Context: an optimization exercise on an open-source flow, tuned for small area, a short achievable clock period and few clock cycles per item. The choices shown serve that exercise and are no tape-out recipe.
Function was not checked in any run shown here: the RTL went through the layout flow alone.

$ cat design.v
module geofence (clk, reset, X, Y, valid, is_inside);
input clk;
input reset;
input [9:0] X;
input [9:0] Y;
output valid;
output is_inside;
reg  [3:0] cnt;       
reg  [9:0] px, py;
reg  [9:0] dmx, dmy, rmx, rmy, lmx, lmy;    
reg        dsx, dsy, rsx, rsy, lsx, lsy;    
reg        in_flag;
wire [10:0] ex = {1'b0, X} - {1'b0, px};
wire [10:0] ey = {1'b0, Y} - {1'b0, py};
wire [9:0]  fx = px - X;
wire [9:0]  fy = py - Y;
wire        nx = ex[10], ny = ey[10];
wire        zx = (X == px), zy = (Y == py);
always @(posedge clk) begin
    dmx <= nx ? fx : ex[9:0];
    dmy <= ny ? fy : ey[9:0];
    dsx <= nx | (zx & ny);
    dsy <= ny | (zy & ~nx);
end
wire tie = ~dsy;
wire npa, nql;
wire pa = ~npa, ql = ~nql;
cross_pos u_a (.usx(rsx), .umx(rmx), .usy(rsy), .umy(rmy),
               .wsx(dsx), .wmx(dmx), .wsy(dsy), .wmy(dmy), .tie(tie), .npos(npa));
cross_pos u_b (.usx(lsx), .umx(lmx), .usy(lsy), .umy(lmy),
               .wsx(dsx), .wmx(dmx), .wsy(dsy), .wmy(dmy), .tie(tie), .npos(nql));
wire pb = ~ql;        
always @(posedge clk or posedge reset) begin
    if (reset)            cnt <= 4'd0;
    else if (cnt[3])      cnt <= 4'd0;
    else                  cnt <= cnt + 4'd1;
end
wire first = (cnt == 4'd2);
always @(posedge clk) begin
    if (cnt == 4'd0) begin
        px <= X;
        py <= Y;
    end
    if (first || (!pa && pb)) begin
        rmx <= dmx; rsx <= dsx; rmy <= dmy; rsy <= dsy;
    end
    if (first || (pa && !pb)) begin
        lmx <= dmx; lsx <= dsx; lmy <= dmy; lsy <= dsy;
    end
    if (first)                          in_flag <= 1'b0;
    else if (!pa && !pb)               in_flag <= 1'b1;
end
assign valid = cnt[3];
assign is_inside = in_flag;
endmodule
module cross_pos (usx, umx, usy, umy, wsx, wmx, wsy, wmy, tie, npos);
input usx, usy, wsx, wsy, tie;
input [9:0] umx, umy, wmx, wmy;
output npos;            
wire sa = usx ^ wsy;    
wire sb = usy ^ wsx;    
wire t = tie ^ sa;      
wire nsa = ~sa;
wire p1;
wire n2;
wire p3;
wire n4;
wire p5;
wire n6;
wire p7;
wire n8;
wire p9;
wire n10;
wire p11;
wire n12;
wire p13;
wire n14;
wire p15;
wire n16;
wire p17;
wire n18;
wire p19;
wire n20;
wire p21;
wire n22;
wire p23;
wire n24;
wire p25;
wire n26;
wire p27;
wire n28;
wire p29;
wire n30;
wire p31;
wire n32;
wire p33;
wire n34;
wire p35;
wire n36;
wire p37;
wire n38;
wire p39;
wire n40;
wire p41;
wire n42;
wire p43;
wire n44;
wire p45;
wire n46;
wire p47;
wire n48;
wire p49;
wire n50;
wire p51;
wire n52;
wire p53;
wire n54;
wire p55;
wire n56;
wire p57;
wire n58;
wire p59;
wire n60;
wire p61;
wire n62;
wire p63;
wire n64;
wire p65;
wire n66;
wire p67;
wire n68;
wire p69;
wire n70;
wire p71;
wire n72;
wire p73;
wire n74;
wire p75;
wire n76;
wire p77;
wire n78;
wire p79;
wire n80;
wire p81;
wire n82;
wire p83;
wire n84;
wire p85;
wire n86;
wire p87;
wire n88;
wire p89;
wire n90;
wire p91;
wire n92;
wire p93;
wire n94;
wire p95;
wire n96;
wire p97;
wire n98;
wire p99;
wire n100;
wire p101;
wire n102;
wire p103;
wire n104;
wire p105;
wire n106;
wire p107;
wire n108;
wire p109;
wire n110;
wire p111;
wire n112;
wire p113;
wire n114;
wire p115;
wire n116;
wire p117;
wire n118;
wire p119;
wire n120;
wire p121;
wire n122;
wire p123;
wire n124;
wire p125;
wire n126;
wire p127;
wire n128;
wire p129;
wire n130;
wire p131;
wire n132;
wire p133;
wire n134;
wire p135;
wire n136;
wire p137;
wire n138;
wire p139;
wire n140;
wire p141;
wire n142;
wire p143;
wire n144;
wire p145;
wire n146;
wire p147;
wire n148;
wire p149;
wire n150;
wire p151;
wire n152;
wire p153;
wire n154;
wire p155;
wire n156;
wire p157;
wire n158;
wire p159;
wire n160;
wire p161;
wire n162;
wire p163;
wire n164;
wire p165;
wire n166;
wire p167;
wire n168;
wire p169;
wire n170;
wire p171;
wire n172;
wire p173;
wire n174;
wire p175;
wire n176;
wire p177;
wire n178;
wire p179;
wire n180;
wire p181;
wire n182;
wire p183;
wire n184;
wire p185;
wire n186;
wire p187;
wire n188;
wire p189;
wire n190;
wire p191;
wire n192;
wire p193;
wire n194;
wire p195;
wire n196;
wire p197;
wire n198;
wire p199;
wire n200;
wire s201;
wire c202;
wire s203;
wire c204;
wire s205;
wire c206;
wire s207;
wire c208;
wire s209;
wire c210;
wire s211;
wire c212;
wire s213;
wire c214;
wire s215;
wire c216;
wire s217;
wire c218;
wire s219;
wire c220;
wire s221;
wire c222;
wire s223;
wire c224;
wire s225;
wire c226;
wire s227;
wire c228;
wire s229;
wire c230;
wire s231;
wire c232;
wire s233;
wire c234;
wire s235;
wire c236;
wire s237;
wire c238;
wire s239;
wire c240;
wire s241;
wire c242;
wire s243;
wire c244;
wire s245;
wire c246;
wire s247;
wire c248;
wire s249;
wire c250;
wire s251;
wire c252;
wire s253;
wire c254;
wire s255;
wire c256;
wire s257;
wire c258;
wire s259;
wire c260;
wire s261;
wire c262;
wire s263;
wire c264;
wire s265;
wire c266;
wire s267;
wire c268;
wire s269;
wire c270;
wire s271;
wire c272;
wire s273;
wire c274;
wire s275;
wire c276;
wire s277;
wire c278;
wire s279;
wire c280;
wire s281;
wire c282;
wire s283;
wire c284;
wire s285;
wire c286;
wire s287;
wire c288;
wire s289;
wire c290;
wire s291;
wire c292;
wire s293;
wire c294;
wire s295;
wire c296;
wire s297;
wire c298;
wire s299;
wire c300;
wire s301;
wire c302;
wire s303;
wire c304;
wire s305;
wire c306;
wire s307;
wire c308;
wire s309;
wire c310;
wire s311;
wire c312;
wire s313;
wire c314;
wire s315;
wire c316;
wire s317;
wire c318;
wire s319;
wire c320;
wire s321;
wire c322;
wire s323;
wire c324;
wire s325;
wire c326;
wire s327;
wire c328;
wire s329;
wire c330;
wire s331;
wire c332;
wire s333;
wire c334;
wire s335;
wire c336;
wire s337;
wire c338;
wire s339;
wire c340;
wire s341;
wire c342;
wire s343;
wire c344;
wire s345;
wire c346;
wire s347;
wire c348;
wire s349;
wire c350;
wire s351;
wire c352;
wire s353;
wire c354;
wire s355;
wire c356;
wire s357;
wire c358;
wire s359;
wire c360;
wire s361;
wire c362;
wire s363;
wire c364;
wire s365;
wire c366;
wire s367;
wire c368;
wire s369;
wire c370;
wire s371;
wire c372;
wire s373;
wire c374;
wire s375;
wire c376;
wire s377;
wire c378;
wire s379;
wire c380;
wire s381;
wire c382;
wire s383;
wire c384;
wire s385;
wire c386;
wire s387;
wire c388;
wire s389;
wire c390;
wire s391;
wire c392;
wire s393;
wire c394;
wire s395;
wire c396;
wire s397;
wire c398;
wire s399;
wire c400;
wire s401;
wire c402;
wire s403;
wire c404;
wire s405;
wire c406;
wire s407;
wire c408;
wire s409;
wire c410;
wire s411;
wire c412;
wire s413;
wire c414;
wire s415;
wire c416;
wire s417;
wire c418;
wire s419;
wire c420;
wire s421;
wire c422;
wire s423;
wire c424;
wire s425;
wire c426;
wire s427;
wire c428;
wire s429;
wire c430;
wire s431;
wire c432;
wire s433;
wire c434;
wire s435;
wire c436;
wire s437;
wire c438;
wire s439;
wire c440;
wire s441;
wire c442;
wire s443;
wire c444;
wire s445;
wire c446;
wire s447;
wire c448;
wire s449;
wire c450;
wire s451;
wire c452;
wire s453;
wire c454;
wire s455;
wire c456;
wire s457;
wire c458;
wire s459;
wire c460;
wire s461;
wire c462;
wire s463;
wire c464;
wire s465;
wire c466;
wire s467;
wire c468;
wire s469;
wire c470;
wire s471;
wire c472;
wire s473;
wire c474;
wire s475;
wire c476;
wire s477;
wire c478;
wire s479;
wire c480;
wire s481;
wire c482;
wire s483;
wire c484;
wire s485;
wire c486;
wire s487;
wire c488;
wire s489;
wire c490;
wire s491;
wire c492;
wire s493;
wire c494;
wire s495;
wire c496;
wire s497;
wire c498;
wire s499;
wire c500;
wire s501;
wire c502;
wire s503;
wire c504;
wire s505;
wire c506;
wire s507;
wire c508;
wire s509;
wire c510;
wire s511;
wire c512;
wire s513;
wire c514;
wire s515;
wire c516;
wire s517;
wire c518;
wire s519;
wire c520;
wire s521;
wire c522;
wire s523;
wire c524;
wire s525;
wire c526;
wire s527;
wire c528;
wire s529;
wire c530;
wire s531;
wire c532;
wire s533;
wire c534;
wire s535;
wire c536;
wire s537;
wire c538;
wire s539;
wire c540;
wire s541;
wire c542;
wire s543;
wire c544;
wire s545;
wire c546;
wire s547;
wire c548;
wire s549;
wire c550;
wire s551;
wire c552;
wire s553;
wire c554;
wire s555;
wire c556;
wire s557;
wire c558;
wire s559;
wire c560;
wire s561;
wire c562;
wire s563;
wire c564;
wire s565;
wire c566;
wire k567;
wire k568;
wire k569;
wire k570;
wire k571;
wire k572;
wire k573;
wire k574;
wire k575;
wire k576;
wire k577;
wire k578;
wire k579;
wire k580;
wire k581;
wire k582;
wire k583;
wire k584;
wire k585;
wire k586;
wire k587;
wire k588;
wire k589;
wire k590;
wire k591;
wire k592;
wire k593;
wire k594;
wire k595;
wire k596;
wire k597;
wire k598;
wire k599;
wire k600;
wire k601;
wire k602;
wire k603;
wire k604;
wire k605;
wire k606;
wire k607;
wire k608;
wire k609;
wire k610;
wire k611;
wire k612;
wire k613;
wire k614;
wire k615;
wire k616;
wire k617;
wire k618;
wire k619;
wire k620;
wire k621;
wire k622;
wire k623;
wire k624;
wire k625;
wire k626;
wire k627;
wire k628;
wire k629;
wire k630;
wire k631;
wire k632;
wire k633;
wire k634;
wire k635;
wire k636;
wire k637;
wire k638;
wire k639;
wire k640;
wire k641;
wire k642;
assign p1 = umx[0] & wmy[0];
assign n2 = ~(umy[0] & wmx[0]);
assign p3 = umx[0] & wmy[1];
assign n4 = ~(umy[0] & wmx[1]);
assign p5 = umx[0] & wmy[2];
assign n6 = ~(umy[0] & wmx[2]);
assign p7 = umx[0] & wmy[3];
assign n8 = ~(umy[0] & wmx[3]);
assign p9 = umx[0] & wmy[4];
assign n10 = ~(umy[0] & wmx[4]);
assign p11 = umx[0] & wmy[5];
assign n12 = ~(umy[0] & wmx[5]);
assign p13 = umx[0] & wmy[6];
assign n14 = ~(umy[0] & wmx[6]);
assign p15 = umx[0] & wmy[7];
assign n16 = ~(umy[0] & wmx[7]);
assign p17 = umx[0] & wmy[8];
assign n18 = ~(umy[0] & wmx[8]);
assign p19 = umx[0] & wmy[9];
assign n20 = ~(umy[0] & wmx[9]);
assign p21 = umx[1] & wmy[0];
assign n22 = ~(umy[1] & wmx[0]);
assign p23 = umx[1] & wmy[1];
assign n24 = ~(umy[1] & wmx[1]);
assign p25 = umx[1] & wmy[2];
assign n26 = ~(umy[1] & wmx[2]);
assign p27 = umx[1] & wmy[3];
assign n28 = ~(umy[1] & wmx[3]);
assign p29 = umx[1] & wmy[4];
assign n30 = ~(umy[1] & wmx[4]);
assign p31 = umx[1] & wmy[5];
assign n32 = ~(umy[1] & wmx[5]);
assign p33 = umx[1] & wmy[6];
assign n34 = ~(umy[1] & wmx[6]);
assign p35 = umx[1] & wmy[7];
assign n36 = ~(umy[1] & wmx[7]);
assign p37 = umx[1] & wmy[8];
assign n38 = ~(umy[1] & wmx[8]);
assign p39 = umx[1] & wmy[9];
assign n40 = ~(umy[1] & wmx[9]);
assign p41 = umx[2] & wmy[0];
assign n42 = ~(umy[2] & wmx[0]);
assign p43 = umx[2] & wmy[1];
assign n44 = ~(umy[2] & wmx[1]);
assign p45 = umx[2] & wmy[2];
assign n46 = ~(umy[2] & wmx[2]);
assign p47 = umx[2] & wmy[3];
assign n48 = ~(umy[2] & wmx[3]);
assign p49 = umx[2] & wmy[4];
assign n50 = ~(umy[2] & wmx[4]);
assign p51 = umx[2] & wmy[5];
assign n52 = ~(umy[2] & wmx[5]);
assign p53 = umx[2] & wmy[6];
assign n54 = ~(umy[2] & wmx[6]);
assign p55 = umx[2] & wmy[7];
assign n56 = ~(umy[2] & wmx[7]);
assign p57 = umx[2] & wmy[8];
assign n58 = ~(umy[2] & wmx[8]);
assign p59 = umx[2] & wmy[9];
assign n60 = ~(umy[2] & wmx[9]);
assign p61 = umx[3] & wmy[0];
assign n62 = ~(umy[3] & wmx[0]);
assign p63 = umx[3] & wmy[1];
assign n64 = ~(umy[3] & wmx[1]);
assign p65 = umx[3] & wmy[2];
assign n66 = ~(umy[3] & wmx[2]);
assign p67 = umx[3] & wmy[3];
assign n68 = ~(umy[3] & wmx[3]);
assign p69 = umx[3] & wmy[4];
assign n70 = ~(umy[3] & wmx[4]);
assign p71 = umx[3] & wmy[5];
assign n72 = ~(umy[3] & wmx[5]);
assign p73 = umx[3] & wmy[6];
assign n74 = ~(umy[3] & wmx[6]);
assign p75 = umx[3] & wmy[7];
assign n76 = ~(umy[3] & wmx[7]);
assign p77 = umx[3] & wmy[8];
assign n78 = ~(umy[3] & wmx[8]);
assign p79 = umx[3] & wmy[9];
assign n80 = ~(umy[3] & wmx[9]);
assign p81 = umx[4] & wmy[0];
assign n82 = ~(umy[4] & wmx[0]);
assign p83 = umx[4] & wmy[1];
assign n84 = ~(umy[4] & wmx[1]);
assign p85 = umx[4] & wmy[2];
assign n86 = ~(umy[4] & wmx[2]);
assign p87 = umx[4] & wmy[3];
assign n88 = ~(umy[4] & wmx[3]);
assign p89 = umx[4] & wmy[4];
assign n90 = ~(umy[4] & wmx[4]);
assign p91 = umx[4] & wmy[5];
assign n92 = ~(umy[4] & wmx[5]);
assign p93 = umx[4] & wmy[6];
assign n94 = ~(umy[4] & wmx[6]);
assign p95 = umx[4] & wmy[7];
assign n96 = ~(umy[4] & wmx[7]);
assign p97 = umx[4] & wmy[8];
assign n98 = ~(umy[4] & wmx[8]);
assign p99 = umx[4] & wmy[9];
assign n100 = ~(umy[4] & wmx[9]);
assign p101 = umx[5] & wmy[0];
assign n102 = ~(umy[5] & wmx[0]);
assign p103 = umx[5] & wmy[1];
assign n104 = ~(umy[5] & wmx[1]);
assign p105 = umx[5] & wmy[2];
assign n106 = ~(umy[5] & wmx[2]);
assign p107 = umx[5] & wmy[3];
assign n108 = ~(umy[5] & wmx[3]);
assign p109 = umx[5] & wmy[4];
assign n110 = ~(umy[5] & wmx[4]);
assign p111 = umx[5] & wmy[5];
assign n112 = ~(umy[5] & wmx[5]);
assign p113 = umx[5] & wmy[6];
assign n114 = ~(umy[5] & wmx[6]);
assign p115 = umx[5] & wmy[7];
assign n116 = ~(umy[5] & wmx[7]);
assign p117 = umx[5] & wmy[8];
assign n118 = ~(umy[5] & wmx[8]);
assign p119 = umx[5] & wmy[9];
assign n120 = ~(umy[5] & wmx[9]);
assign p121 = umx[6] & wmy[0];
assign n122 = ~(umy[6] & wmx[0]);
assign p123 = umx[6] & wmy[1];
assign n124 = ~(umy[6] & wmx[1]);
assign p125 = umx[6] & wmy[2];
assign n126 = ~(umy[6] & wmx[2]);
assign p127 = umx[6] & wmy[3];
assign n128 = ~(umy[6] & wmx[3]);
assign p129 = umx[6] & wmy[4];
assign n130 = ~(umy[6] & wmx[4]);
assign p131 = umx[6] & wmy[5];
assign n132 = ~(umy[6] & wmx[5]);
assign p133 = umx[6] & wmy[6];
assign n134 = ~(umy[6] & wmx[6]);
assign p135 = umx[6] & wmy[7];
assign n136 = ~(umy[6] & wmx[7]);
assign p137 = umx[6] & wmy[8];
assign n138 = ~(umy[6] & wmx[8]);
assign p139 = umx[6] & wmy[9];
assign n140 = ~(umy[6] & wmx[9]);
assign p141 = umx[7] & wmy[0];
assign n142 = ~(umy[7] & wmx[0]);
assign p143 = umx[7] & wmy[1];
assign n144 = ~(umy[7] & wmx[1]);
assign p145 = umx[7] & wmy[2];
assign n146 = ~(umy[7] & wmx[2]);
assign p147 = umx[7] & wmy[3];
assign n148 = ~(umy[7] & wmx[3]);
assign p149 = umx[7] & wmy[4];
assign n150 = ~(umy[7] & wmx[4]);
assign p151 = umx[7] & wmy[5];
assign n152 = ~(umy[7] & wmx[5]);
assign p153 = umx[7] & wmy[6];
assign n154 = ~(umy[7] & wmx[6]);
assign p155 = umx[7] & wmy[7];
assign n156 = ~(umy[7] & wmx[7]);
assign p157 = umx[7] & wmy[8];
assign n158 = ~(umy[7] & wmx[8]);
assign p159 = umx[7] & wmy[9];
assign n160 = ~(umy[7] & wmx[9]);
assign p161 = umx[8] & wmy[0];
assign n162 = ~(umy[8] & wmx[0]);
assign p163 = umx[8] & wmy[1];
assign n164 = ~(umy[8] & wmx[1]);
assign p165 = umx[8] & wmy[2];
assign n166 = ~(umy[8] & wmx[2]);
assign p167 = umx[8] & wmy[3];
assign n168 = ~(umy[8] & wmx[3]);
assign p169 = umx[8] & wmy[4];
assign n170 = ~(umy[8] & wmx[4]);
assign p171 = umx[8] & wmy[5];
assign n172 = ~(umy[8] & wmx[5]);
assign p173 = umx[8] & wmy[6];
assign n174 = ~(umy[8] & wmx[6]);
assign p175 = umx[8] & wmy[7];
assign n176 = ~(umy[8] & wmx[7]);
assign p177 = umx[8] & wmy[8];
assign n178 = ~(umy[8] & wmx[8]);
assign p179 = umx[8] & wmy[9];
assign n180 = ~(umy[8] & wmx[9]);
assign p181 = umx[9] & wmy[0];
assign n182 = ~(umy[9] & wmx[0]);
assign p183 = umx[9] & wmy[1];
assign n184 = ~(umy[9] & wmx[1]);
assign p185 = umx[9] & wmy[2];
assign n186 = ~(umy[9] & wmx[2]);
assign p187 = umx[9] & wmy[3];
assign n188 = ~(umy[9] & wmx[3]);
assign p189 = umx[9] & wmy[4];
assign n190 = ~(umy[9] & wmx[4]);
assign p191 = umx[9] & wmy[5];
assign n192 = ~(umy[9] & wmx[5]);
assign p193 = umx[9] & wmy[6];
assign n194 = ~(umy[9] & wmx[6]);
assign p195 = umx[9] & wmy[7];
assign n196 = ~(umy[9] & wmx[7]);
assign p197 = umx[9] & wmy[8];
assign n198 = ~(umy[9] & wmx[8]);
assign p199 = umx[9] & wmy[9];
assign n200 = ~(umy[9] & wmx[9]);
fa_cell us201 (.a(1'b1), .b(n110), .c(n128), .s(s201), .co(c202));
assign s203 = 1'b1 ^ n112;
assign c204 = 1'b1 & n112;
fa_cell us205 (.a(1'b1), .b(n104), .c(n122), .s(s205), .co(c206));
fa_cell us207 (.a(1'b1), .b(n106), .c(n124), .s(s207), .co(c208));
fa_cell us209 (.a(n142), .b(n16), .c(n34), .s(s209), .co(c210));
assign s211 = n52 ^ n70;
assign c212 = n52 & n70;
fa_cell us213 (.a(1'b1), .b(n108), .c(n126), .s(s213), .co(c214));
fa_cell us215 (.a(n144), .b(n162), .c(n18), .s(s215), .co(c216));
fa_cell us217 (.a(n36), .b(n54), .c(n72), .s(s217), .co(c218));
fa_cell us219 (.a(n90), .b(p107), .c(p125), .s(s219), .co(c220));
assign s221 = p143 ^ p161;
assign c222 = p143 & p161;
fa_cell us223 (.a(n146), .b(n164), .c(n182), .s(s223), .co(c224));
fa_cell us225 (.a(n20), .b(n38), .c(n56), .s(s225), .co(c226));
fa_cell us227 (.a(n74), .b(n92), .c(p109), .s(s227), .co(c228));
fa_cell us229 (.a(p127), .b(p145), .c(p163), .s(s229), .co(c230));
fa_cell us231 (.a(p181), .b(p19), .c(p37), .s(s231), .co(c232));
assign s233 = p55 ^ p73;
assign c234 = p55 & p73;
fa_cell us235 (.a(n130), .b(n148), .c(n166), .s(s235), .co(c236));
fa_cell us237 (.a(n184), .b(n40), .c(n58), .s(s237), .co(c238));
fa_cell us239 (.a(n76), .b(n94), .c(p111), .s(s239), .co(c240));
fa_cell us241 (.a(p129), .b(p147), .c(p165), .s(s241), .co(c242));
fa_cell us243 (.a(p183), .b(p39), .c(p57), .s(s243), .co(c244));
fa_cell us245 (.a(p75), .b(p93), .c(s203), .s(s245), .co(c246));
fa_cell us247 (.a(n114), .b(n132), .c(n150), .s(s247), .co(c248));
fa_cell us249 (.a(n168), .b(n186), .c(n60), .s(s249), .co(c250));
fa_cell us251 (.a(n78), .b(n96), .c(p113), .s(s251), .co(c252));
fa_cell us253 (.a(p131), .b(p149), .c(p167), .s(s253), .co(c254));
fa_cell us255 (.a(p185), .b(p59), .c(p77), .s(s255), .co(c256));
fa_cell us257 (.a(n116), .b(n134), .c(n152), .s(s257), .co(c258));
fa_cell us259 (.a(n170), .b(n188), .c(n80), .s(s259), .co(c260));
fa_cell us261 (.a(n98), .b(p115), .c(p133), .s(s261), .co(c262));
fa_cell us263 (.a(n100), .b(n118), .c(n136), .s(s263), .co(c264));
fa_cell us265 (.a(1'b1), .b(n10), .c(n28), .s(s265), .co(c266));
fa_cell us267 (.a(1'b1), .b(n102), .c(n12), .s(s267), .co(c268));
fa_cell us269 (.a(n30), .b(n48), .c(n66), .s(s269), .co(c270));
assign s271 = n84 ^ p101;
assign c272 = n84 & p101;
fa_cell us273 (.a(n14), .b(n32), .c(n50), .s(s273), .co(c274));
fa_cell us275 (.a(n68), .b(n86), .c(p103), .s(s275), .co(c276));
fa_cell us277 (.a(p121), .b(p13), .c(p31), .s(s277), .co(c278));
assign s279 = p49 ^ p67;
assign c280 = p49 & p67;
fa_cell us281 (.a(n88), .b(p105), .c(p123), .s(s281), .co(c282));
fa_cell us283 (.a(p141), .b(p15), .c(p33), .s(s283), .co(c284));
fa_cell us285 (.a(p51), .b(p69), .c(p87), .s(s285), .co(c286));
fa_cell us287 (.a(s211), .b(c206), .c(s207), .s(s287), .co(c288));
fa_cell us289 (.a(p17), .b(p35), .c(p53), .s(s289), .co(c290));
fa_cell us291 (.a(p71), .b(p89), .c(c212), .s(s291), .co(c292));
fa_cell us293 (.a(s221), .b(c208), .c(c210), .s(s293), .co(c294));
fa_cell us295 (.a(s213), .b(s215), .c(s217), .s(s295), .co(c296));
fa_cell us297 (.a(p91), .b(c222), .c(s233), .s(s297), .co(c298));
fa_cell us299 (.a(c214), .b(c216), .c(c218), .s(s299), .co(c300));
fa_cell us301 (.a(c220), .b(s201), .c(s223), .s(s301), .co(c302));
fa_cell us303 (.a(s225), .b(s227), .c(s229), .s(s303), .co(c304));
fa_cell us305 (.a(c234), .b(c202), .c(c224), .s(s305), .co(c306));
fa_cell us307 (.a(c226), .b(c228), .c(c230), .s(s307), .co(c308));
fa_cell us309 (.a(c232), .b(s235), .c(s237), .s(s309), .co(c310));
fa_cell us311 (.a(s239), .b(s241), .c(s243), .s(s311), .co(c312));
fa_cell us313 (.a(p95), .b(c204), .c(c236), .s(s313), .co(c314));
fa_cell us315 (.a(c238), .b(c240), .c(c242), .s(s315), .co(c316));
fa_cell us317 (.a(c244), .b(s247), .c(s249), .s(s317), .co(c318));
fa_cell us319 (.a(s251), .b(s253), .c(s255), .s(s319), .co(c320));
fa_cell us321 (.a(p151), .b(p169), .c(p187), .s(s321), .co(c322));
fa_cell us323 (.a(p79), .b(p97), .c(c248), .s(s323), .co(c324));
fa_cell us325 (.a(c250), .b(c252), .c(c254), .s(s325), .co(c326));
fa_cell us327 (.a(c256), .b(s257), .c(s259), .s(s327), .co(c328));
fa_cell us329 (.a(n154), .b(n172), .c(n190), .s(s329), .co(c330));
fa_cell us331 (.a(p117), .b(p135), .c(p153), .s(s331), .co(c332));
fa_cell us333 (.a(p171), .b(p189), .c(p99), .s(s333), .co(c334));
fa_cell us335 (.a(c258), .b(c260), .c(c262), .s(s335), .co(c336));
fa_cell us337 (.a(n120), .b(n138), .c(n156), .s(s337), .co(c338));
fa_cell us339 (.a(n174), .b(n192), .c(p119), .s(s339), .co(c340));
fa_cell us341 (.a(p137), .b(p155), .c(p173), .s(s341), .co(c342));
fa_cell us343 (.a(n140), .b(n158), .c(n176), .s(s343), .co(c344));
assign s345 = 1'b1 ^ n24;
assign c346 = 1'b1 & n24;
fa_cell us347 (.a(1'b1), .b(n26), .c(n44), .s(s347), .co(c348));
fa_cell us349 (.a(n62), .b(n8), .c(p25), .s(s349), .co(c350));
fa_cell us351 (.a(n46), .b(n64), .c(n82), .s(s351), .co(c352));
fa_cell us353 (.a(p27), .b(p45), .c(p63), .s(s353), .co(c354));
assign s355 = p81 ^ p9;
assign c356 = p81 & p9;
fa_cell us357 (.a(p11), .b(p29), .c(p47), .s(s357), .co(c358));
fa_cell us359 (.a(p65), .b(p83), .c(s271), .s(s359), .co(c360));
fa_cell us361 (.a(c266), .b(s267), .c(s269), .s(s361), .co(c362));
fa_cell us363 (.a(p85), .b(c272), .c(s279), .s(s363), .co(c364));
fa_cell us365 (.a(c268), .b(c270), .c(s205), .s(s365), .co(c366));
fa_cell us367 (.a(s273), .b(s275), .c(s277), .s(s367), .co(c368));
fa_cell us369 (.a(c280), .b(c274), .c(c276), .s(s369), .co(c370));
fa_cell us371 (.a(c278), .b(s209), .c(s281), .s(s371), .co(c372));
fa_cell us373 (.a(s283), .b(s285), .c(s287), .s(s373), .co(c374));
fa_cell us375 (.a(c282), .b(c284), .c(c286), .s(s375), .co(c376));
fa_cell us377 (.a(s219), .b(s289), .c(s291), .s(s377), .co(c378));
fa_cell us379 (.a(c288), .b(s293), .c(s295), .s(s379), .co(c380));
fa_cell us381 (.a(c290), .b(s231), .c(c292), .s(s381), .co(c382));
fa_cell us383 (.a(s297), .b(c294), .c(c296), .s(s383), .co(c384));
fa_cell us385 (.a(s299), .b(s301), .c(s303), .s(s385), .co(c386));
fa_cell us387 (.a(c298), .b(s245), .c(c300), .s(s387), .co(c388));
fa_cell us389 (.a(c302), .b(c304), .c(s305), .s(s389), .co(c390));
fa_cell us391 (.a(s307), .b(s309), .c(s311), .s(s391), .co(c392));
fa_cell us393 (.a(c246), .b(c306), .c(c308), .s(s393), .co(c394));
fa_cell us395 (.a(c310), .b(c312), .c(s313), .s(s395), .co(c396));
fa_cell us397 (.a(s315), .b(s317), .c(s319), .s(s397), .co(c398));
fa_cell us399 (.a(s261), .b(s321), .c(c314), .s(s399), .co(c400));
fa_cell us401 (.a(c316), .b(c318), .c(c320), .s(s401), .co(c402));
fa_cell us403 (.a(s323), .b(s325), .c(s327), .s(s403), .co(c404));
fa_cell us405 (.a(c322), .b(s263), .c(s329), .s(s405), .co(c406));
fa_cell us407 (.a(s331), .b(s333), .c(c324), .s(s407), .co(c408));
fa_cell us409 (.a(c326), .b(c328), .c(s335), .s(s409), .co(c410));
fa_cell us411 (.a(p191), .b(c264), .c(c330), .s(s411), .co(c412));
fa_cell us413 (.a(c332), .b(c334), .c(s337), .s(s413), .co(c414));
fa_cell us415 (.a(s339), .b(s341), .c(c336), .s(s415), .co(c416));
fa_cell us417 (.a(n194), .b(p139), .c(p157), .s(s417), .co(c418));
fa_cell us419 (.a(p175), .b(p193), .c(c338), .s(s419), .co(c420));
fa_cell us421 (.a(c340), .b(c342), .c(s343), .s(s421), .co(c422));
fa_cell us423 (.a(n160), .b(n178), .c(n196), .s(s423), .co(c424));
fa_cell us425 (.a(p159), .b(p177), .c(p195), .s(s425), .co(c426));
assign s427 = 1'b1 ^ n22;
assign c428 = 1'b1 & n22;
fa_cell us429 (.a(n42), .b(n6), .c(p23), .s(s429), .co(c430));
assign s431 = p41 ^ p5;
assign c432 = p41 & p5;
fa_cell us433 (.a(p43), .b(p61), .c(p7), .s(s433), .co(c434));
fa_cell us435 (.a(c346), .b(s347), .c(s349), .s(s435), .co(c436));
fa_cell us437 (.a(s355), .b(c348), .c(c350), .s(s437), .co(c438));
fa_cell us439 (.a(s265), .b(s351), .c(s353), .s(s439), .co(c440));
fa_cell us441 (.a(c356), .b(c352), .c(c354), .s(s441), .co(c442));
fa_cell us443 (.a(s357), .b(s359), .c(s361), .s(s443), .co(c444));
fa_cell us445 (.a(c358), .b(c360), .c(s363), .s(s445), .co(c446));
fa_cell us447 (.a(c362), .b(s365), .c(s367), .s(s447), .co(c448));
fa_cell us449 (.a(c364), .b(c366), .c(c368), .s(s449), .co(c450));
fa_cell us451 (.a(s369), .b(s371), .c(s373), .s(s451), .co(c452));
fa_cell us453 (.a(c370), .b(c372), .c(s375), .s(s453), .co(c454));
fa_cell us455 (.a(s377), .b(c374), .c(s379), .s(s455), .co(c456));
fa_cell us457 (.a(c376), .b(c378), .c(s381), .s(s457), .co(c458));
fa_cell us459 (.a(c380), .b(s383), .c(s385), .s(s459), .co(c460));
fa_cell us461 (.a(c382), .b(c384), .c(s387), .s(s461), .co(c462));
fa_cell us463 (.a(c386), .b(s389), .c(s391), .s(s463), .co(c464));
fa_cell us465 (.a(c388), .b(c390), .c(s393), .s(s465), .co(c466));
fa_cell us467 (.a(c392), .b(s395), .c(s397), .s(s467), .co(c468));
fa_cell us469 (.a(c394), .b(c396), .c(s399), .s(s469), .co(c470));
fa_cell us471 (.a(c398), .b(s401), .c(s403), .s(s471), .co(c472));
fa_cell us473 (.a(s405), .b(c400), .c(c402), .s(s473), .co(c474));
fa_cell us475 (.a(s407), .b(c404), .c(s409), .s(s475), .co(c476));
fa_cell us477 (.a(c406), .b(s411), .c(s413), .s(s477), .co(c478));
fa_cell us479 (.a(c408), .b(c410), .c(s415), .s(s479), .co(c480));
fa_cell us481 (.a(s417), .b(c412), .c(c414), .s(s481), .co(c482));
fa_cell us483 (.a(s419), .b(s421), .c(c416), .s(s483), .co(c484));
fa_cell us485 (.a(c344), .b(c418), .c(s423), .s(s485), .co(c486));
fa_cell us487 (.a(s425), .b(c420), .c(c422), .s(s487), .co(c488));
fa_cell us489 (.a(n180), .b(n198), .c(p179), .s(s489), .co(c490));
fa_cell us491 (.a(p197), .b(c424), .c(c426), .s(s491), .co(c492));
assign s493 = n4 ^ p21;
assign c494 = n4 & p21;
fa_cell us495 (.a(c428), .b(s345), .c(s431), .s(s495), .co(c496));
fa_cell us497 (.a(c432), .b(c430), .c(s433), .s(s497), .co(c498));
fa_cell us499 (.a(c434), .b(c436), .c(s437), .s(s499), .co(c500));
fa_cell us501 (.a(c438), .b(c440), .c(s441), .s(s501), .co(c502));
fa_cell us503 (.a(c442), .b(s445), .c(c444), .s(s503), .co(c504));
fa_cell us505 (.a(c446), .b(c448), .c(s449), .s(s505), .co(c506));
fa_cell us507 (.a(c450), .b(s453), .c(c452), .s(s507), .co(c508));
fa_cell us509 (.a(c454), .b(s457), .c(c456), .s(s509), .co(c510));
fa_cell us511 (.a(c458), .b(s461), .c(c460), .s(s511), .co(c512));
fa_cell us513 (.a(c462), .b(s465), .c(c464), .s(s513), .co(c514));
fa_cell us515 (.a(c466), .b(s469), .c(c468), .s(s515), .co(c516));
fa_cell us517 (.a(c470), .b(s473), .c(c472), .s(s517), .co(c518));
fa_cell us519 (.a(s477), .b(c474), .c(c476), .s(s519), .co(c520));
fa_cell us521 (.a(c478), .b(s481), .c(s483), .s(s521), .co(c522));
fa_cell us523 (.a(s485), .b(c482), .c(s487), .s(s523), .co(c524));
fa_cell us525 (.a(s489), .b(c486), .c(s491), .s(s525), .co(c526));
fa_cell us527 (.a(n200), .b(p199), .c(c490), .s(s527), .co(c528));
assign s529 = n2 ^ p1;
assign c530 = n2 & p1;
fa_cell us531 (.a(p3), .b(s427), .c(s493), .s(s531), .co(c532));
fa_cell us533 (.a(c494), .b(s429), .c(s495), .s(s533), .co(c534));
fa_cell us535 (.a(c496), .b(s435), .c(s497), .s(s535), .co(c536));
fa_cell us537 (.a(c498), .b(s439), .c(s499), .s(s537), .co(c538));
fa_cell us539 (.a(c500), .b(s501), .c(s443), .s(s539), .co(c540));
fa_cell us541 (.a(c502), .b(s447), .c(s503), .s(s541), .co(c542));
fa_cell us543 (.a(c504), .b(s505), .c(s451), .s(s543), .co(c544));
fa_cell us545 (.a(c506), .b(s455), .c(s507), .s(s545), .co(c546));
fa_cell us547 (.a(s459), .b(c508), .c(s509), .s(s547), .co(c548));
fa_cell us549 (.a(s463), .b(c510), .c(s511), .s(s549), .co(c550));
fa_cell us551 (.a(s467), .b(c512), .c(s513), .s(s551), .co(c552));
fa_cell us553 (.a(s471), .b(c514), .c(s515), .s(s553), .co(c554));
fa_cell us555 (.a(s475), .b(c516), .c(s517), .s(s555), .co(c556));
fa_cell us557 (.a(s479), .b(s519), .c(c518), .s(s557), .co(c558));
fa_cell us559 (.a(c480), .b(s521), .c(c520), .s(s559), .co(c560));
fa_cell us561 (.a(c484), .b(s523), .c(c522), .s(s561), .co(c562));
fa_cell us563 (.a(c488), .b(s525), .c(c524), .s(s563), .co(c564));
fa_cell us565 (.a(c492), .b(s527), .c(c526), .s(s565), .co(c566));
nand2_cell uk567 (.a(s529), .b(t), .y(k567));
nand2_cell uk568 (.a(c530), .b(s531), .y(k568));
nor2_cell uk569 (.a(c530), .b(s531), .y(k569));
nand2_cell uk570 (.a(c532), .b(s533), .y(k570));
nor2_cell uk571 (.a(c532), .b(s533), .y(k571));
nand2_cell uk572 (.a(c534), .b(s535), .y(k572));
nor2_cell uk573 (.a(c534), .b(s535), .y(k573));
nand2_cell uk574 (.a(c536), .b(s537), .y(k574));
nor2_cell uk575 (.a(c536), .b(s537), .y(k575));
nand2_cell uk576 (.a(c538), .b(s539), .y(k576));
nor2_cell uk577 (.a(c538), .b(s539), .y(k577));
nand2_cell uk578 (.a(c540), .b(s541), .y(k578));
nor2_cell uk579 (.a(c540), .b(s541), .y(k579));
nand2_cell uk580 (.a(c542), .b(s543), .y(k580));
nor2_cell uk581 (.a(c542), .b(s543), .y(k581));
nand2_cell uk582 (.a(c544), .b(s545), .y(k582));
nor2_cell uk583 (.a(c544), .b(s545), .y(k583));
nand2_cell uk584 (.a(c546), .b(s547), .y(k584));
nor2_cell uk585 (.a(c546), .b(s547), .y(k585));
nand2_cell uk586 (.a(c548), .b(s549), .y(k586));
nor2_cell uk587 (.a(c548), .b(s549), .y(k587));
nand2_cell uk588 (.a(c550), .b(s551), .y(k588));
nor2_cell uk589 (.a(c550), .b(s551), .y(k589));
nand2_cell uk590 (.a(c552), .b(s553), .y(k590));
nor2_cell uk591 (.a(c552), .b(s553), .y(k591));
nand2_cell uk592 (.a(c554), .b(s555), .y(k592));
nor2_cell uk593 (.a(c554), .b(s555), .y(k593));
nand2_cell uk594 (.a(c556), .b(s557), .y(k594));
nor2_cell uk595 (.a(c556), .b(s557), .y(k595));
nand2_cell uk596 (.a(c558), .b(s559), .y(k596));
nor2_cell uk597 (.a(c558), .b(s559), .y(k597));
nand2_cell uk598 (.a(c560), .b(s561), .y(k598));
nor2_cell uk599 (.a(c560), .b(s561), .y(k599));
nand2_cell uk600 (.a(c562), .b(s563), .y(k600));
nor2_cell uk601 (.a(c562), .b(s563), .y(k601));
nand2_cell uk602 (.a(c564), .b(s565), .y(k602));
nor2_cell uk603 (.a(c564), .b(s565), .y(k603));
nand2_cell uk604 (.a(c566), .b(c528), .y(k604));
nor2_cell uk605 (.a(c566), .b(c528), .y(k605));
oai21_cell uk606 (.a1(k605), .a2(k602), .b1(k604), .y(k606));
nor2_cell uk607 (.a(k605), .b(k603), .y(k607));
oai21_cell uk608 (.a1(k601), .a2(k598), .b1(k600), .y(k608));
nor2_cell uk609 (.a(k601), .b(k599), .y(k609));
oai21_cell uk610 (.a1(k597), .a2(k594), .b1(k596), .y(k610));
nor2_cell uk611 (.a(k597), .b(k595), .y(k611));
oai21_cell uk612 (.a1(k593), .a2(k590), .b1(k592), .y(k612));
nor2_cell uk613 (.a(k593), .b(k591), .y(k613));
oai21_cell uk614 (.a1(k589), .a2(k586), .b1(k588), .y(k614));
nor2_cell uk615 (.a(k589), .b(k587), .y(k615));
oai21_cell uk616 (.a1(k585), .a2(k582), .b1(k584), .y(k616));
nor2_cell uk617 (.a(k585), .b(k583), .y(k617));
oai21_cell uk618 (.a1(k581), .a2(k578), .b1(k580), .y(k618));
nor2_cell uk619 (.a(k581), .b(k579), .y(k619));
oai21_cell uk620 (.a1(k577), .a2(k574), .b1(k576), .y(k620));
nor2_cell uk621 (.a(k577), .b(k575), .y(k621));
oai21_cell uk622 (.a1(k573), .a2(k570), .b1(k572), .y(k622));
nor2_cell uk623 (.a(k573), .b(k571), .y(k623));
oai21_cell uk624 (.a1(k569), .a2(k567), .b1(k568), .y(k624));
aoi21_cell uk625 (.a1(k607), .a2(k608), .b1(k606), .y(k625));
nand2_cell uk626 (.a(k607), .b(k609), .y(k626));
aoi21_cell uk627 (.a1(k611), .a2(k612), .b1(k610), .y(k627));
nand2_cell uk628 (.a(k611), .b(k613), .y(k628));
aoi21_cell uk629 (.a1(k615), .a2(k616), .b1(k614), .y(k629));
nand2_cell uk630 (.a(k615), .b(k617), .y(k630));
aoi21_cell uk631 (.a1(k619), .a2(k620), .b1(k618), .y(k631));
nand2_cell uk632 (.a(k619), .b(k621), .y(k632));
aoi21_cell uk633 (.a1(k623), .a2(k624), .b1(k622), .y(k633));
oai21_cell uk634 (.a1(k626), .a2(k627), .b1(k625), .y(k634));
nor2_cell uk635 (.a(k626), .b(k628), .y(k635));
oai21_cell uk636 (.a1(k630), .a2(k631), .b1(k629), .y(k636));
nor2_cell uk637 (.a(k630), .b(k632), .y(k637));
inv_cell uk638 (.a(k633), .y(k638));
aoi21_cell uk639 (.a1(k635), .a2(k636), .b1(k634), .y(k639));
nand2_cell uk640 (.a(k635), .b(k637), .y(k640));
inv_cell uk641 (.a(k638), .y(k641));
oai21_cell uk642 (.a1(k640), .a2(k641), .b1(k639), .y(k642));
mux2i_cell u_sel (.s(k642), .a1(nsa), .a0(sb), .y(npos));
endmodule
module nand2_cell (a, b, y);
input a, b;
output y;
assign y = ~(a & b);
endmodule
module nor2_cell (a, b, y);
input a, b;
output y;
assign y = ~(a | b);
endmodule
module inv_cell (a, y);
input a;
output y;
assign y = ~a;
endmodule
module aoi21_cell (a1, a2, b1, y);
input a1, a2, b1;
output y;
assign y = ~((a1 & a2) | b1);
endmodule
module oai21_cell (a1, a2, b1, y);
input a1, a2, b1;
output y;
assign y = ~((a1 | a2) & b1);
endmodule
module mux2i_cell (s, a1, a0, y);
input s, a1, a0;
output y;
assign y = ~(s ? a1 : a0);
endmodule
module fa_cell (a, b, c, s, co);
input a, b, c;
output s, co;
assign s = a ^ b ^ c;
assign co = (a & b) | (a & c) | (b & c);
endmodule
$ cat flow/run.sh
#!/bin/bash
set -euo pipefail
bash standard.sh SETUP_SLACK_MARGIN=6 finish > standard.log 2>&1
$ cat standard.sh
#!/bin/bash
# synth_recipe.tcl (not shown) runs the flow's synth.tcl, then flattens the netlist and writes it again
# the make line also repeats each setting of config.mk as NAME=value (left out here)
make -C /OpenROAD-flow-scripts/flow DESIGN_CONFIG=/design/flow/config.mk WORK_HOME=/design/flow/orfs CLKGATE_MAP_FILE= SYNTH_SCRIPT=/design/flow/synth_recipe.tcl "${@:-finish}"
$ cat config.mk
export PLATFORM = sky130hd
export DESIGN_NAME = geofence
export DESIGN_NICKNAME = geofence
export VERILOG_FILES = /design/flow/design.v
export SDC_FILE = /design/flow/constraint.sdc
export NUM_CORES = 4
export LEC_CHECK = 0
export ABC_CLOCK_PERIOD_IN_PS = 4000
export CAP_MARGIN = 20
export CORE_MARGIN = 2
export CORE_UTILIZATION = 40
export SLEW_MARGIN = 20
export SYNTH_HIERARCHICAL = 1
$ cat constraint.sdc
create_clock -name core_clock -period 12.0 [get_ports {clk}]
set_input_delay 2.4000 -clock core_clock [delete_from_list [all_inputs] [get_ports {clk}]]
set_output_delay 2.4000 -clock core_clock [all_outputs]
set_load 0.01 [all_outputs]
==> results.py, run 1 <==
metrics = {
    "outcome": {
        "run_status": "finished clean",
    },
    "routing": {
        "vias": 9449,
        "wirelength_um": 35500,
        "final_antenna_net_count": 0,
        "drt_pass1_iterations": 5,
        "drc": 0,
        "routedWlPerCell_um": 19.8,
        "vias_per_cell": 5.26,
        "drtIter0Drc": 600,
    },
    "yosys": {
        "synth.avg_cell_area_um2": 11.0,
        "synth-seq-cells": 91,
        "ys_warn_count": 7,
        "synth_seq_area_share_pct": 17.2,
        "ys_async_sr_fraction_pct": 4.40,
        "synthCells": 1314,
        "synth_edf_count": 64,
        "yosysUniqueCellTypes": 48,
        "syn_area_um2": 14500,
        "synthFlopType": "edfxtp_1",
    },
    "worst_setup_path": {
        "critPathLaunchType": "flip-flop",
        "crit_fanout": 13,
        "end_kind": "flip-flop",
        "path_class": "flip-flop to flip-flop",
        "crit_slowest_cell": "o21bai_2",
        "worst_ep_arrival_time_ns": 5.67,
        "critPathMostFrequentCell": "fa_1",
        "required_ns": 11.99,
        "path_cells": "buf_4 -> and2_1 -> fa_1 -> fa_1 -> fa_1 -> fa_1 -> fa_1 -> fa_1 -> nor2_1 -> nor2_1 -> nand2_1 -> nor2_1 -> nand2_1 -> o21ai_1 -> mux2i_2 -> o21bai_2",
        "slowest_delay_ns": 0.53,
    },
    "clocking": {
        "clock_latency_ns": 0.35,
        "cts.sinks": 91,
        "cts.hold.buffers_added": 0,
        "clk_pin_slew_worst_paths_ns": 0.07,
        "cts_buffer_depth": 2,
        "htree_levels": 3,
        "numCtsBuffers": 9,
        "cts_tree": "built",
        "root_buffer": "clkbuf_16",
    },
    "sta": {
        "relSlewSlack_pct": 26.1,
        "finalSetupViolations": 0,
        "post-route-period-util_pct": 47.3,
        "fin_hold_ws_ns": 0.461,
        "rsz0062_at_grt": "false",
        "fin_ws_ns": 6.32,
        "fmax_mhz": 176,
        "post-route-min-period_ns": 5.68,
        "max_slew.worst_pin.slew_ns": 1.11,
        "fin_setup_tns_ns": 0,
        "clock_skew_ns": 0.0112,
        "finalHoldViolCount": 0,
        "maxSlewViolCount": 0,
    },
    "floorplan": {
        "die_y_um": 194,
        "dieWidth_um": 194,
        "core_area_um2": 35600,
        "rows": 69,
        "pin_count": 24,
        "start_util_pct": 40.7,
        "die_area_um2": 37700,
    },
    "finish": {
        "regArea_um2": 2510,
        "nFillCells": 3353,
        "drive_gt1_share_pct": 5.24,
        "fin_nets": 1757,
        "multi_input_area_um2": 11600,
        "syn2layout_area_growth_pct": 7.92,
    },
    "flow_run": {
        "max_cap_violations": 0,
    },
    "placed_design": {
        "place_hpwl_um": 26300,
        "dp_slack_ns": 5.52,
        "place.gp.congestion": 0.829,
        "numPortBuffers": 23,
    },
    "grt": {
        "grt_pass1_vias": 10540,
        "antenna_found_initial": 0,
        "grt.overflow.total": 0,
        "grt_pass1_wl_um": 58400,
        "grt.total_usage_pct": 19.9,
        "grt_max_degree": 25,
    },
    "hold_path": {
        "hold_class": "flip-flop to flip-flop",
    },
}
## Yosys cell counts, drive strengths merged (3+ instances only)
cell,n,share of area (%)
fa,346,48
a21o,13,0.67
a31oi,5,0.26
inv,53,1.4
buf,51,1.9
and2,208,9.0
nand2b,7,0.30
a211oi,3,0.19
xnor2,7,0.42
dfrtp,4,0.69
nor2b,3,0.13
a221oi,4,0.24
nand3,6,0.21
ha,59,5.1
nor2,69,1.8
mux2i,18,1.2
dfxtp,23,3.2
nand2,256,6.6
a21oi,30,1.3
o21ai,38,1.3
edfxtp,64,13
o211ai,9,0.50
xor2,13,0.79
## state kept, by name, indices dropped and copies added (netlist names), 4 cells and up
name / cells
lmy: 10
dmy: 10
rmx: 10
cnt: 4
rmy: 10
py: 10
px: 10
lmx: 10
dmx: 10
## what timing repair did
action,in CTS,in global routing
pin swaps,0,1
hold endpoints to repair,0,0
setup buffers,0,7
endpoints found under the setup margin,44,44
cloned,0,1
gates resized for setup,11,13
## modules after synthesis (local to each module, per instance), a selection
module      flops+latches  cells inside
fa_cell                 0             1
geofence               91           346
aoi21_cell              0             1
inv_cell                0             1
nor2_cell               0             1
nand2_cell              0             1
mux2i_cell              0             1
cross_pos               0           236
## per-layer routing
metal | wire (um) | track usage (%) | vias to the layer above | part of all wire (%)
met2 | 17400 | 33.1 | 314 | 49
li1 | - | - | 4171 | -
met3 | 2050 | 2.75 | 53 | 5.8
met1 | 15300 | 27.5 | 4911 | 43
met4 | 760 | 5.33 | 0 | 2.1
met5 | 0 | 0 | - | 0
## logic make-up after synthesis
kind of cell,synth area share [%]
AO/OA/AOI/OAI,5.07
XOR/XNOR,1.54
adder cells (fa/ha/maj),53.0
buffers and inverters,3.28
flip-flops,17.2
multiplexers,1.32
other,0.0519
AND/OR/NAND/NOR,18.6
## cell type report
cell class              instances  area share, %
multi-input cells            1132           74.4
flip-flops and latches         91           16.1
well taps                     461           3.69
repair buffers                 43           2.52
clock buffers                   9           1.44
inverters                      53           1.27
clock inverters                 7          0.593
diodes                          1         0.0160
## final timing paths
check | start | endpoint | slack (ns) | cells past startpoint
setup / recovery | dmy[9]$_DFF_P_ | lmx[3]$_DFFE_PP_ | 6.32 | 16
hold / removal | cnt[0]$_DFF_PP0_ | cnt[0]$_DFF_PP0_ | 0.46 | 1
setup reg to reg | dmy[9]$_DFF_P_ | lmx[3]$_DFFE_PP_ | 6.32 | 16
hold reg to reg | cnt[0]$_DFF_PP0_ | cnt[0]$_DFF_PP0_ | 0.46 | 1
max in group asynchronous | reset | cnt[2]$_DFF_PP0_ | 9.62 | 2
min in group asynchronous | reset | cnt[0]$_DFF_PP0_ | 2.23 | 2
## placed cells by master, fill, tap and decap left out, drive strengths merged, types with 9 or more instances in the layout
cell type / n
a21o: 13
a21oi: 30
and2: 208
buf: 20
clkbuf: 9
clkdlybuf4s50: 23
conb: 14
dfxtp: 23
edfxtp: 64
fa: 346
ha: 59
inv: 56
mux2i: 18
nand2: 256
nor2: 69
o211ai: 9
o21ai: 38
xor2: 13
## worst max-delay path: cells and delay by family (launching register included)
family | cells | cell delay [ns]
AOI/OAI and AO/OA | 2 | 0.82
adders and majority gates | 6 | 2.78
buffers and inverters | 1 | 0.28
DFF | 1 | 0.51
muxes | 1 | 0.16
and+or+nand+nor | 6 | 0.74
## through the flow
stage,cells,area [um2],util [%]
after detailed placement,1772,15200,42.6
after floorplan,1326,14500,-
after global routing,1796,15600,43.9
after global placement,1772,15200,42.6
after CTS,1788,15500,43.6
final,1797,15600,43.9
==> run 2: changes to the inputs <==
==> flow/run.sh (replaced) <==
#!/bin/bash
set -euo pipefail
bash standard.sh SETUP_SLACK_MARGIN=6.5 finish > standard.log 2>&1
==> run 2 against run 1 <==
Effect of this change: still clean; synthesized cell count did not move; count of clock-buffer cells in the layout stayed put; final cell count up 4.6%; area after synthesis unchanged; register-to-register slack better by 0.28 ns; highest routed layer unchanged.
==> results.py, run 2 <==
metrics = {
    "yosys": {
        "ys_warn_count": 7,
        "synth_seq_area_share_pct": 17.2,
        "syn_area_um2": 14500,
        "synth.avg_cell_area_um2": 11.0,
        "yosysUniqueCellTypes": 48,
        "synth_top_area_share_pct": 47.9,
        "yosysTopAreaCell": "fa_1",
        "synth-seq-cells": 91,
        "synth.top_cells.by_count": "fa_1 (346), nand2_1 (256), and2_1 (208)",
        "yosys-top-cells-area": "fa_1 (48%), edfxtp_1 (13%), and2_1 (9.0%)",
        "synth_edf_count": 64,
        "synthCells": 1314,
        "synthFlopType": "edfxtp_1",
        "synth_most_common_cell": "fa_1",
        "ys_async_sr_fraction_pct": 4.40,
    },
    "floorplan": {
        "core_area_um2": 35600,
        "rows": 69,
        "die_area_um2": 37700,
        "pin_count": 24,
        "start_util_pct": 40.7,
        "die_y_um": 194,
        "dieWidth_um": 194,
    },
    "sta": {
        "max_slew.worst_pin.slew_ns": 1.13,
        "post-route-period-util_pct": 45.0,
        "relSlewSlack_pct": 24.7,
        "fin_setup_tns_ns": 0,
        "post-route-min-period_ns": 5.40,
        "clock_skew_ns": 0.0101,
        "maxSlewViolCount": 0,
        "rsz0062_at_grt": "true",
        "finalSetupViolations": 0,
        "fmax_mhz": 185,
        "finalHoldViolCount": 0,
    },
    "grt": {
        "antenna_found_initial": 0,
        "grt_pass1_wl_um": 60100,
        "grt_pass1_vias": 10786,
        "grt.total_usage_pct": 20.6,
        "grt_max_degree": 25,
        "grt.overflow.total": 0,
    },
    "routing": {
        "drc": 0,
        "wirelength_um": 38300,
        "vias_per_cell": 5.32,
        "vias": 10000,
        "drtIter0Drc": 730,
        "drt_pass1_iterations": 5,
        "final_antenna_net_count": 0,
        "routedWlPerCell_um": 20.4,
    },
    "hold_path": {
        "min-delay-start": "cnt[0]$_DFF_PP0_",
        "hold_end": "cnt[0]$_DFF_PP0_",
        "hold_depth": 1,
        "hold_class": "flip-flop to flip-flop",
    },
    "finish": {
        "fin_nets": 1839,
        "nFillCells": 3288,
        "drive_gt1_share_pct": 12.4,
        "multi_input_area_um2": 11700,
        "instances_no_fill": 1879,
        "layout_common_cells": "fa_1 (340), nand2_1 (256), and2_1 (199)",
        "syn2layout_area_growth_pct": 14.1,
        "layout_commonest_cell": "fa_1",
        "regArea_um2": 2510,
    },
    "worst_setup_path": {
        "path_cells": "and2_4 -> fa_1 -> fa_1 -> fa_1 -> fa_1 -> fa_1 -> fa_1 -> nor2_2 -> nor2_2 -> nand2_1 -> nor2_2 -> nand2_1 -> o21ai_4 -> mux2i_4 -> buf_4 -> o21bai_4 -> buf_12",
        "crit_fanout": 11,
        "critPathMostFrequentCell": "fa_1",
        "worst_ep_arrival_time_ns": 5.51,
        "path_class": "flip-flop to flip-flop",
        "reg2regPathDepth": 17,
        "end_kind": "flip-flop",
        "reg2reg_setup_slack_ns": 6.60,
        "rr_startpoint": "rmx[5]$_DFFE_PP_",
        "r2r-end": "lmx[6]$_DFFE_PP_",
        "required_ns": 12.12,
        "crit_slowest_cell": "fa_1",
        "critPathLaunchType": "flip-flop",
        "slowest_delay_ns": 0.57,
    },
    "clocking": {
        "htree_levels": 3,
        "cts_buffer_depth": 2,
        "clk_pin_slew_worst_paths_ns": 0.07,
        "numCtsBuffers": 9,
        "root_buffer": "clkbuf_16",
        "cts_tree": "built",
        "cts.sinks": 91,
        "clock_latency_ns": 0.35,
    },
    "placed_design": {
        "numPortBuffers": 23,
        "place.gp.congestion": 0.842,
        "place_hpwl_um": 26100,
        "place_inst": 1774,
    },
    "outcome": {
        "run_status": "finished clean",
    },
    "flow_run": {
        "max_cap_violations": 0,
    },
}
## run 2: worst max-delay path by stage
| stage | startpoint | endpoint | slack, ns | depth (start not counted) |
|---|---|---|---|---|
| final | rmx[5]$_DFFE_PP_ | lmx[6]$_DFFE_PP_ | 6.60 | 17 |
| after global placement | dmx[1]$_DFF_P_ | lmx[7]$_DFFE_PP_ | 5.65 | 15 |
| after CTS | rmx[5]$_DFFE_PP_ | lmx[1]$_DFFE_PP_ | 6.50 | 16 |
| after global routing | rmx[5]$_DFFE_PP_ | lmy[6]$_DFFE_PP_ | 6.45 | 17 |
| after detailed placement | dmx[3]$_DFF_P_ | rmx[5]$_DFFE_PP_ | 5.52 | 15 |
| after floorplan | dmx[7]$_DFF_P_ | rmx[0]$_DFFE_PP_ | 6.76 | 16 |
## run 2: kinds of logic after synthesis
group	share of synthesized area, %
fa+ha+maj	53.0
mux	1.32
simple gates	18.6
flops	17.2
other cells	0.0519
xor+xnor	1.54
compound gates	5.07
buf+inv	3.28
## run 2: cell type report
cell class	count	area share [%]
Multi-Input combinational cell	1133	71.0
Sequential cell	91	15.2
Timing Repair Buffer	124	7.29
Tap cell	461	3.49
Clock buffer	9	1.36
Inverter	53	1.20
Clock inverter	7	0.424
Antenna cell	1	0.0152
## run 2: routing by layer
layer / up-vias / GRT usage (%) / routed length (um)
met5: - / 0 / 0
met2: 431 / 34.6 / 18900
li1: 4341 / - / -
met1: 5164 / 28.6 / 16100
met3: 64 / 2.33 / 2500
met4: 0 / 4.99 / 818
## run 2: metrics by stage
step,area (um2),util (%),hold WS (ns),worst slack [ns]
floorplan,14500,-,0.432,6.76
global placement,15200,42.6,0.446,5.65
detailed placement,15200,42.6,0.465,5.52
CTS,15800,44.3,0.477,6.50
global route,16500,46.4,0.485,6.45
finish,16500,46.4,0.468,6.60
## run 2: worst max-delay path: cells and delay by family (launching register included)
| family | cells | cell delay [ns] |
|---|---|---|
| adders and majority gates | 6 | 2.87 |
| and+or+nand+nor | 6 | 0.75 |
| DFF | 1 | 0.56 |
| muxes | 1 | 0.34 |
| buffers and inverters | 2 | 0.33 |
| AOI/OAI and AO/OA | 2 | 0.31 |
## run 2: modules after synthesis (local to each module, per instance), excerpt
module      cell area (um2)  times used  cells inside
aoi21_cell             8.76          12             1
nor2_cell              3.75          60             1
geofence               4390           1           346
inv_cell               3.75           4             1
oai21_cell             5.00          26             1
mux2i_cell             10.0           2             1
## run 2: what timing repair did
item	in CTS	in global routing
hold buffers	0	0
cloned	2	0
endpoints found under the setup margin	45	45
resized for setup	25	48
buffers inserted	22	64
pin swaps	2	5
==> run 3: changes to the inputs <==
==> flow/run.sh (replaced) <==
#!/bin/bash
set -euo pipefail
bash standard.sh SETUP_SLACK_MARGIN=6.25 finish > standard.log 2>&1
==> run 3 against run 2 <==
Effect of this change: sequential share of layout area increased by 0.67 points; die area did not move; non-clock buffer count shrank 54; wire length is 6.1% lower; flip-flop and latch count is the same; global-route usage down 0.59 points; count of clock-buffer cells in the layout is the same; utilization shrank 1.8 points; final area decreased by 3.9%.
==> results.py, run 3 <==
metrics = {
    "finish": {
        "fin_nets": 1785,
        "syn2layout_area_growth_pct": 9.65,
        "layout_common_cells": "fa_1 (346), nand2_1 (256), and2_1 (208)",
        "fin_util_pct": 44.6,
        "diodes": 0,
        "instances_no_fill": 1824,
        "drive_gt1_share_pct": 7.34,
        "layout_commonest_cell": "fa_1",
    },
    "yosys": {
        "synthCells": 1314,
        "synth_top_area_share_pct": 47.9,
        "synth-simple-area-share_pct": 18.6,
        "syn_area_um2": 14500,
        "yosys.area_share.adder_pct": 53.0,
        "yosysTopAreaCell": "fa_1",
        "synth_xor_area_share_pct": 1.54,
        "synth_compound_area_share_pct": 5.07,
        "yosys-top-cells-area": "fa_1 (48%), edfxtp_1 (13%), and2_1 (9.0%)",
        "synth-seq-cells": 91,
        "synth_edf_count": 64,
        "synth_most_common_cell": "fa_1",
        "yosysUniqueCellTypes": 48,
        "synth.top_cells.by_count": "fa_1 (346), nand2_1 (256), and2_1 (208)",
        "synth_seq_area_share_pct": 17.2,
        "synthFlopType": "edfxtp_1",
        "ys_warn_count": 7,
        "synth.avg_cell_area_um2": 11.0,
        "muxShareOfSynthArea_pct": 1.32,
        "ys_async_sr_fraction_pct": 4.40,
        "synth_top_family_by_area": "adder cells",
    },
    "worst_setup_path": {
        "reg2regPathDepth": 16,
        "r2r-end": "lmy[7]$_DFFE_PP_",
        "reg2reg_setup_slack_ns": 6.47,
        "critPathLaunchType": "flip-flop",
        "crit_fanout": 11,
        "worst_ep_arrival_time_ns": 5.61,
        "end_kind": "flip-flop",
        "required_ns": 12.08,
        "critical_path_buf_inv_count": 1,
        "rr_startpoint": "lmx[3]$_DFFE_PP_",
        "path_cells": "and2_1 -> fa_1 -> fa_1 -> fa_1 -> fa_1 -> fa_1 -> fa_1 -> nor2_1 -> nor2_1 -> nand2_1 -> nor2_1 -> nand2_1 -> o21ai_2 -> mux2i_4 -> buf_4 -> o21bai_4",
        "critPathMostFrequentCell": "fa_1",
        "crit_slowest_cell": "edfxtp_1",
        "critPathTopFamily": "adder cells",
        "path_class": "flip-flop to flip-flop",
        "slowest_delay_ns": 0.64,
    },
    "grt": {
        "grt_pass1_vias": 10574,
        "grt_max_degree": 25,
        "grt_pass1_wl_um": 58600,
        "grt.overflow.total": 0,
        "antenna_found_initial": 1,
        "grt.total_usage_pct": 20.0,
    },
    "floorplan": {
        "dieWidth_um": 194,
        "core_area_um2": 35600,
        "start_util_pct": 40.7,
        "pin_count": 24,
        "rows": 69,
        "die_y_um": 194,
        "die_area_um2": 37700,
    },
    "clocking": {
        "numCtsBuffers": 9,
        "root_buffer": "clkbuf_16",
        "cts_tree": "built",
        "cts_buffer_depth": 2,
        "cts.sinks": 91,
        "clock_latency_ns": 0.35,
        "clk_pin_slew_worst_paths_ns": 0.07,
        "htree_levels": 3,
    },
    "routing": {
        "final_antenna_net_count": 0,
        "drc": 0,
        "drt_pass1_iterations": 8,
        "drtIter0Drc": 609,
        "vias": 9568,
        "wirelength_um": 36000,
        "routedWlPerCell_um": 19.7,
        "vias_per_cell": 5.25,
    },
    "sta": {
        "fmax_mhz": 181,
        "fin_setup_tns_ns": 0,
        "finalHoldViolCount": 0,
        "clock_skew_ns": 0.0104,
        "rsz0062_at_grt": "false",
        "finalSetupViolations": 0,
        "post-route-min-period_ns": 5.53,
        "max_slew.worst_pin.slew_ns": 0.675,
        "post-route-period-util_pct": 46.1,
        "fin_ws_ns": 6.47,
        "relSlewSlack_pct": 54.8,
        "maxSlewViolCount": 0,
        "fin_hold_ws_ns": 0.458,
    },
    "outcome": {
        "run_status": "finished clean",
    },
    "hold_path": {
        "hold_end": "cnt[0]$_DFF_PP0_",
        "hold_class": "flip-flop to flip-flop",
        "hold_depth": 1,
        "min-delay-start": "cnt[0]$_DFF_PP0_",
    },
    "placed_design": {
        "dp_slack_ns": 5.52,
        "place_inst": 1772,
        "place_hpwl_um": 26300,
        "numPortBuffers": 23,
        "place.gp.congestion": 0.829,
    },
    "flow_run": {
        "max_cap_violations": 0,
    },
}
==> run 3: changes by cell type in the layout (fill, tap and decap cells not counted), sizes merged <==
cell / change
buf: -54
bufinv: +1
clkinv: -2
clkinvlp: +1
diode: -1
==> run 3: kinds of logic (layout without fill, tap and decap cells) <==
| group | Yosys count | count (layout) |
|---|---|---|
| other cells | 2 | 14 |
| compound gates | 111 | 113 |
| fa+ha+maj | 405 | 405 |
| xor+xnor | 22 | 22 |
| mux | 19 | 19 |
| flops | 91 | 91 |
| buf+inv | 104 | 139 |
| simple gates | 560 | 560 |
==> run 3: worst max-delay path by stage <==
stage | startpoint | end | slack [ns] | cells past startpoint
detailed placement | dmx[5]$_DFF_P_ | rmx[6]$_DFFE_PP_ | 5.52 | 15
CTS | lmx[9]$_DFFE_PP_ | rmx[5]$_DFFE_PP_ | 6.28 | 15
global placement | dmx[3]$_DFF_P_ | rmy[5]$_DFFE_PP_ | 5.60 | 15
finish | lmx[3]$_DFFE_PP_ | lmy[7]$_DFFE_PP_ | 6.47 | 16
global route | dmy[9]$_DFF_P_ | rmx[6]$_DFFE_PP_ | 6.22 | 17
floorplan | dmx[7]$_DFF_P_ | lmx[0]$_DFFE_PP_ | 6.38 | 16
==> run 3: layout make-up <==
| class | count | area [um2] |
|---|---|---|
| multi-input cells | 1133 | 11700 |
| repair buffers | 70 | 596 |
| inverters | 53 | 199 |
| well taps | 461 | 577 |
| fillers | 3324 | 19700 |
| clock inverters | 7 | 92.6 |
| flip-flops and latches | 91 | 2520 |
| clock buffers | 9 | 225 |
==> run 3: through the flow <==
step | instance area [um2]
finish | 15900
global route | 15900
CTS | 15600
detailed placement | 15200
global placement | 15200
floorplan | 14500
==> run 3: per-module statistics from Yosys (local to each module, per instance) <==
| module | cells | times used | flops+latches |
|---|---|---|---|
| aoi21_cell | 1 | 12 | 0 |
| cross_pos | 236 | 2 | 0 |
| fa_cell | 1 | 342 | 0 |
| geofence | 346 | 1 | 91 |
| inv_cell | 1 | 4 | 0 |
| mux2i_cell | 1 | 2 | 0 |
| nand2_cell | 1 | 50 | 0 |
| nor2_cell | 1 | 60 | 0 |
| oai21_cell | 1 | 26 | 0 |
==> run 3: what timing repair did <==
action,4_1_cts,5_1_grt
hold buffers,0,0
setup buffers,6,28
setup endpoints to repair,44,45
gates resized for setup,17,13
gates cloned,1,1
pin swaps,1,2
endpoints found under the hold margin,0,0
==> run 3: routing by layer <==
metal  routed length, um  global-route usage (%)  up-vias
met5                   0                       0        -
met4                 809                    5.36        0
met3                2220                    2.87       66
met2               17500                    33.1      322
met1               15400                    27.7     4953
li1                    -                       -     4227

[what the ideal ports hide]
In the flow no input, the clock included, has a driving cell. The finished layouts below were timed again as built, in two steps.
Step 1 (the two cells are an assumption about what drives the block):
set clk [get_ports {clk}]
set_driving_cell -lib_cell sky130_fd_sc_hd__clkbuf_16 $clk
set_driving_cell -lib_cell sky130_fd_sc_hd__buf_2 [delete_from_list [all_inputs] $clk]
Step 2, shift: input delay + t, output delay - t, t = (earliest + latest rising clock arrival at the registers) / 2. This alone moves slack from input paths to output paths.
Slacks: no drivers / after step 1 / after step 2; pairs: no drivers / after step 1.
run	shift t [ns]	setup WS [ns]	hold slack, ns	worst slew at a driven data input, ns
run 1	0.386	6.322 / 6.322 / 6.322	0.461 / 0.461 / 0.461	0.03
run 2	0.382	6.603 / 6.603 / 6.603	0.468 / 0.468 / 0.468	0.04
run 3	0.384	6.472 / 6.472 / 6.472	0.458 / 0.458 / 0.458	0.03
After both steps setup and hold are still met in every run listed.
